This design comes from an exercise in tuning for small area on the open sky130 flow, not from production work.
The RTL was checked by simulation tests, not by an equivalence proof against the original design.
Power figures rest on the tool's default switching activity, not on a simulated workload.

==> module rtcClkDivider, before the edit <==
module rtcClkDivider (
	input rst,
	input [5:0] r,
	input [5:0] q,
	output [5:0] r_next,
	output [5:0] q_next,
	output tick_500Hz,  
	output tick_5s      
);
wire wrap_n = ~(~r[4] & r[3] & r[2] & r[1] & ~r[0]);      
wire r_clr = rst | ~wrap_n;
wire q_clr = rst | (~wrap_n & q[5] & q[2] & q[1] & q[0]);   
wire [5:0] qx;        
wire [6:0] qc;        
wire fbn;
g_xnor2 ufb (.a(r[4]), .b(r[5]), .y(fbn));
g_nor2 ur0 (.a(r_clr), .b(fbn), .y(r_next[0]));
genvar i;
generate for (i = 1; i < 6; i = i + 1) begin : gr
	g_nor2 ur (.a(r_clr), .b(r[i-1]), .y(r_next[i]));
end endgenerate
assign qc[0] = wrap_n;
generate for (i = 0; i < 6; i = i + 1) begin : gq
	if (i % 2 == 0) begin : even
		g_xor2 ux (.a(q[i]), .b(qc[i]), .y(qx[i]));
		if (i < 5) g_nor2b uc (.a(qc[i]), .b_n(q[i]), .y(qc[i+1]));
	end else begin : odd
		g_xnor2 ux (.a(q[i]), .b(qc[i]), .y(qx[i]));
		if (i < 5) g_nand2 uc (.a(qc[i]), .b(q[i]), .y(qc[i+1]));
	end
	g_nor2 ur (.a(q_clr), .b(qx[i]), .y(q_next[i]));
end endgenerate
assign tick_500Hz = !rst && !wrap_n && q[4] && !q[3] && !q[2] && q[1] && q[0];  
assign tick_5s = !rst && r[4] && r[3] && r[2] && r[1] && r[0];  
endmodule
==> module buttonFsm, before the edit <==
module buttonFsm (
	input rst,
	input en,             
	input button,
	input [1:0] state,    
	output [1:0] state_next,
	output stateful_button
);
wire s1 = state[1];
wire u = state[0];
wire hold = ~(en | rst);
assign state_next[1] = (en & button) | (hold & s1);
assign state_next[0] = ~rst & (u ^ (en & s1 & ~button));
assign stateful_button = u ^ (s1 | button);
endmodule
==> module add3, before the edit <==
module add3 (input [3:0] d, output [3:0] q);
	wire h1, m, f;
	g_a21oi u1 (.a1(d[2]), .a2(d[1]), .b1(d[3]), .y(h1));
	g_nand2 u2 (.a(d[2]), .b(d[0]), .y(m));
	g_nand2 u3 (.a(h1), .b(m), .y(q[3]));
	g_nor2 u4 (.a(d[0]), .b(h1), .y(f));
	g_xor2 u5 (.a(d[1]), .b(f), .y(q[1]));
	g_xor2 u6 (.a(d[0]), .b(q[3]), .y(q[0]));
	g_a32o u8 (.a1(d[2]), .a2(h1), .a3(m), .b1(d[3]), .b2(d[0]), .y(q[2]));
endmodule
==> module add3n, before the edit <==
module add3n (input [3:0] d, output [3:0] qn);
	wire h1, m, f;
	g_a21oi u1 (.a1(d[2]), .a2(d[1]), .b1(d[3]), .y(h1));
	g_nand2 u2 (.a(d[2]), .b(d[0]), .y(m));
	g_and2 u3 (.a(h1), .b(m), .y(qn[3]));
	g_nor2 u4 (.a(d[0]), .b(h1), .y(f));
	g_xnor2 u5 (.a(d[1]), .b(f), .y(qn[1]));
	g_xor2 u6 (.a(d[0]), .b(qn[3]), .y(qn[0]));
	g_a32oi u8 (.a1(d[2]), .a2(h1), .a3(m), .b1(d[3]), .b2(d[0]), .y(qn[2]));
endmodule
==> module g_a32o, before the edit <==
module g_a32o (input a1, input a2, input a3, input b1, input b2, output y); assign y = (a1 & a2 & a3) | (b1 & b2); endmodule
==> module g_a32oi, before the edit <==
module g_a32oi (input a1, input a2, input a3, input b1, input b2, output y); assign y = ~((a1 & a2 & a3) | (b1 & b2)); endmodule
export LEC_CHECK = 0
export ABC_AREA = 0
export ABC_CLOCK_PERIOD_IN_PS = 25000
export CAP_MARGIN = 20
export CORE_MARGIN = 2
export CORE_UTILIZATION = 40
export SLEW_MARGIN = 20
export SYNTH_HIERARCHICAL = 1
create_clock -name core_clock -period 25.0 [get_ports {sysclk}]
standard.sh (not shown) runs the stock make flow with config.mk's settings and CLKGATE_MAP_FILE= SYNTH_SCRIPT=/design/flow/synth_recipe.tcl, a recipe that flattens the netlist after the stock synthesis.
==> flow/flow/run.sh <==
#!/bin/bash
# Standard synthesis, then every combinational cell swapped to its smallest
# size (downsize.tcl), then the standard layout with 1x port buffers.
set -euo pipefail
HERE=$PWD
bash standard.sh synth > synth.log 2>&1
ODB=$HERE/orfs/results/sky130hd/top/base/1_synth.odb openroad -no_init -exit flow/downsize.tcl > downsize.log 2>&1
bash standard.sh BUFFER_PORTS_ARGS="-buffer_cell sky130_fd_sc_hd__buf_1" CTS_ARGS="-sink_clustering_enable -repair_clock_nets -buf_list sky130_fd_sc_hd__clkbuf_8 -root_buf sky130_fd_sc_hd__clkbuf_8 -dont_use_dummy_load" finish > finish.log 2>&1
==> flow/flow/downsize.tcl <==
# Swap every combinational cell of the synthesized netlist to the smallest cell
# of the same function (same name but the drive-strength suffix); later repair
# steps upsize or buffer where slew, capacitance or timing need it.
read_db $::env(ODB)
set db [ord::get_db]
set block [ord::get_db_block]
foreach lib [$db getLibs] {
  foreach m [$lib getMasters] {
    set n [$m getName]
    if {[regexp {^(sky130_fd_sc_hd__[a-z0-9]+)_([0-9]+)$} $n -> base drv]} {
      set area [expr {[$m getWidth] * [$m getHeight]}]
      lappend cands($base) [list $m $area $drv]
    }
  }
}
set skip {^sky130_fd_sc_hd__(df|dl|sdf|edf|sedf|conb|tap|fill|decap|clk|probe|buf|dlygate|dlymetal)}
set n 0
foreach inst [$block getInsts] {
  set m [$inst getMaster]
  set name [$m getName]
  if {[regexp $skip $name]} continue
  if {![regexp {^(sky130_fd_sc_hd__[a-z0-9]+)_([0-9]+)$} $name -> base drv]} continue
  set best ""; set barea 0; set bdrv 0
  foreach c $cands($base) {
    lassign $c cm ca cd
    if {$best eq "" || $ca < $barea || ($ca == $barea && $cd > $bdrv)} {
      set best $cm; set barea $ca; set bdrv $cd
    }
  }
  if {$best ne "" && [$best getName] ne $name} {
    puts "swap [$inst getName] $name -> [$best getName]"
    $inst swapMaster $best
    incr n
  }
}
puts "swapped $n cells"
write_db $::env(ODB)
Change:
--- a/flow/design.v
+++ b/flow/design.v
@@ -7,17 +7,23 @@
 	output tick_500Hz,  
 	output tick_5s      
 );
-wire wrap_n = ~(~r[4] & r[3] & r[2] & r[1] & ~r[0]);      
+wire wrap_n = ~(r[5] & r[4] & r[0]);                  
 wire r_clr = rst | ~wrap_n;
 wire q_clr = rst | (~wrap_n & q[5] & q[2] & q[1] & q[0]);   
-wire [5:0] qx;        
-wire [6:0] qc;        
-wire fbn;
-g_xnor2 ufb (.a(r[4]), .b(r[5]), .y(fbn));
-g_nor2 ur0 (.a(r_clr), .b(fbn), .y(r_next[0]));
+wire [5:0] rx, qx;    
+wire [6:0] rc, qc;    
+g_nor2 ur0 (.a(r_clr), .b(r[0]), .y(r_next[0]));
+assign rc[1] = r[0];
 genvar i;
 generate for (i = 1; i < 6; i = i + 1) begin : gr
-	g_nor2 ur (.a(r_clr), .b(r[i-1]), .y(r_next[i]));
+	if (i % 2 == 1) begin : odd
+		g_xnor2 ux (.a(r[i]), .b(rc[i]), .y(rx[i]));
+		if (i < 5) g_nand2 uc (.a(rc[i]), .b(r[i]), .y(rc[i+1]));
+	end else begin : even
+		g_xor2 ux (.a(r[i]), .b(rc[i]), .y(rx[i]));
+		if (i < 5) g_nor2b uc (.a(rc[i]), .b_n(r[i]), .y(rc[i+1]));
+	end
+	g_nor2 ur (.a(r_clr), .b(rx[i]), .y(r_next[i]));
 end endgenerate
 assign qc[0] = wrap_n;
 generate for (i = 0; i < 6; i = i + 1) begin : gq
@@ -31,7 +37,7 @@
 	g_nor2 ur (.a(q_clr), .b(qx[i]), .y(q_next[i]));
 end endgenerate
 assign tick_500Hz = !rst && !wrap_n && q[4] && !q[3] && !q[2] && q[1] && q[0];  
-assign tick_5s = !rst && r[4] && r[3] && r[2] && r[1] && r[0];  
+assign tick_5s = !rst && r[4] && r[3] && !r[2] && !r[1] && !r[0];  
 endmodule
 module timekeeper (
 	input rst,
@@ -322,28 +328,36 @@
 endmodule
 module buttonFsm (
 	input rst,
-	input en,             
+	input en,
 	input button,
-	input [1:0] state,    
-	output [1:0] state_next,
+	input [1:0] state,
+	output reg [1:0] state_next,
 	output stateful_button
 );
-wire s1 = state[1];
-wire u = state[0];
-wire hold = ~(en | rst);
-assign state_next[1] = (en & button) | (hold & s1);
-assign state_next[0] = ~rst & (u ^ (en & s1 & ~button));
-assign stateful_button = u ^ (s1 | button);
+always @(*) begin
+	if (rst) state_next = 2'd0;
+	else if (!en) state_next = state;
+	else begin
+		case (state)
+		2'd0: state_next = button ? 2'd3 : 2'd0;
+		2'd1: state_next = button ? 2'd2 : 2'd1;
+		2'd2: state_next = button ? 2'd2 : 2'd0;
+		default: state_next = button ? 2'd3 : 2'd1;
+		endcase
+	end
+end
+assign stateful_button = (state == 2'd0 && button) || (state == 2'd1 && !button) || state == 2'd3;
 endmodule
 module add3 (input [3:0] d, output [3:0] q);
-	wire h1, m, f;
+	wire h1, m, f, n01;
 	g_a21oi u1 (.a1(d[2]), .a2(d[1]), .b1(d[3]), .y(h1));
 	g_nand2 u2 (.a(d[2]), .b(d[0]), .y(m));
 	g_nand2 u3 (.a(h1), .b(m), .y(q[3]));
 	g_nor2 u4 (.a(d[0]), .b(h1), .y(f));
 	g_xor2 u5 (.a(d[1]), .b(f), .y(q[1]));
 	g_xor2 u6 (.a(d[0]), .b(q[3]), .y(q[0]));
-	g_a32o u8 (.a1(d[2]), .a2(h1), .a3(m), .b1(d[3]), .b2(d[0]), .y(q[2]));
+	g_nor2 u7 (.a(d[1]), .b(d[0]), .y(n01));
+	g_a22o u8 (.a1(d[2]), .a2(n01), .b1(d[3]), .b2(d[0]), .y(q[2]));
 endmodule
 module add3s (input [2:0] d, output [3:0] q);
 	wire h1, m, f;
@@ -356,14 +370,15 @@
 	g_nor3b u7 (.a(d[1]), .b(d[0]), .c_n(d[2]), .y(q[2]));
 endmodule
 module add3n (input [3:0] d, output [3:0] qn);
-	wire h1, m, f;
+	wire h1, m, f, n01;
 	g_a21oi u1 (.a1(d[2]), .a2(d[1]), .b1(d[3]), .y(h1));
 	g_nand2 u2 (.a(d[2]), .b(d[0]), .y(m));
 	g_and2 u3 (.a(h1), .b(m), .y(qn[3]));
 	g_nor2 u4 (.a(d[0]), .b(h1), .y(f));
 	g_xnor2 u5 (.a(d[1]), .b(f), .y(qn[1]));
 	g_xor2 u6 (.a(d[0]), .b(qn[3]), .y(qn[0]));
-	g_a32oi u8 (.a1(d[2]), .a2(h1), .a3(m), .b1(d[3]), .b2(d[0]), .y(qn[2]));
+	g_nor2 u7 (.a(d[1]), .b(d[0]), .y(n01));
+	g_a22oi u8 (.a1(d[2]), .a2(n01), .b1(d[3]), .b2(d[0]), .y(qn[2]));
 endmodule
 module add3sn (input [2:0] d, output [3:0] qn);
 	wire h1, m, f;
@@ -511,5 +526,3 @@
 module g_a22oi (input a1, input a2, input b1, input b2, output y); assign y = ~((a1 & a2) | (b1 & b2)); endmodule
 module g_nor3b (input a, input b, input c_n, output y); assign y = ~(a | b | ~c_n); endmodule
 module g_or3b (input a, input b, input c_n, output y); assign y = a | b | ~c_n; endmodule
-module g_a32o (input a1, input a2, input a3, input b1, input b2, output y); assign y = (a1 & a2 & a3) | (b1 & b2); endmodule
-module g_a32oi (input a1, input a2, input a3, input b1, input b2, output y); assign y = ~((a1 & a2 & a3) | (b1 & b2)); endmodule
Effect:
- setup slack improved by 140 ps
- total power is lower by 30%
- routed wire length is lower by 1.1%
- non-clock buffer count decreases by 1
- fmax is higher by 0.88%
- synthesized cell count went up by 5.0%
- combinational power went down by 43%
- critical path depth shrinks by 1
- core utilization fell by 0.41 points
- clock skew increases by 7.9 ps
- global-route usage falls by 0.62 points

[separate check: timing with driven ports]
Ports are ideal in the flow. The routed layouts listed here were re-timed in OpenROAD.
Step 1 assumes that a clkbuf_16 drives the clock port and a buf_2 every other input.
Step 2 adds t to the input delays and takes it off the output delays; t is the mean of the earliest and latest rising clock arrival at the registers after step 1. Input paths then give back, and output paths get back, about the clock's delay inside the block.
Slacks: ideal ports / drivers / drivers and shift; pairs: ideal ports / drivers.
run	shift t [ns]	setup slack, ns	cell pins on the clock port's net
the first run	0.315	9.218 / 9.227 / 8.912	1
the second run	0.323	9.356 / 9.367 / 9.044	1
After both steps every run listed still meets setup and hold. The setup slack of the second run, which loses most, moves by +0.011 ns with the drivers and by -0.312 ns with both steps.
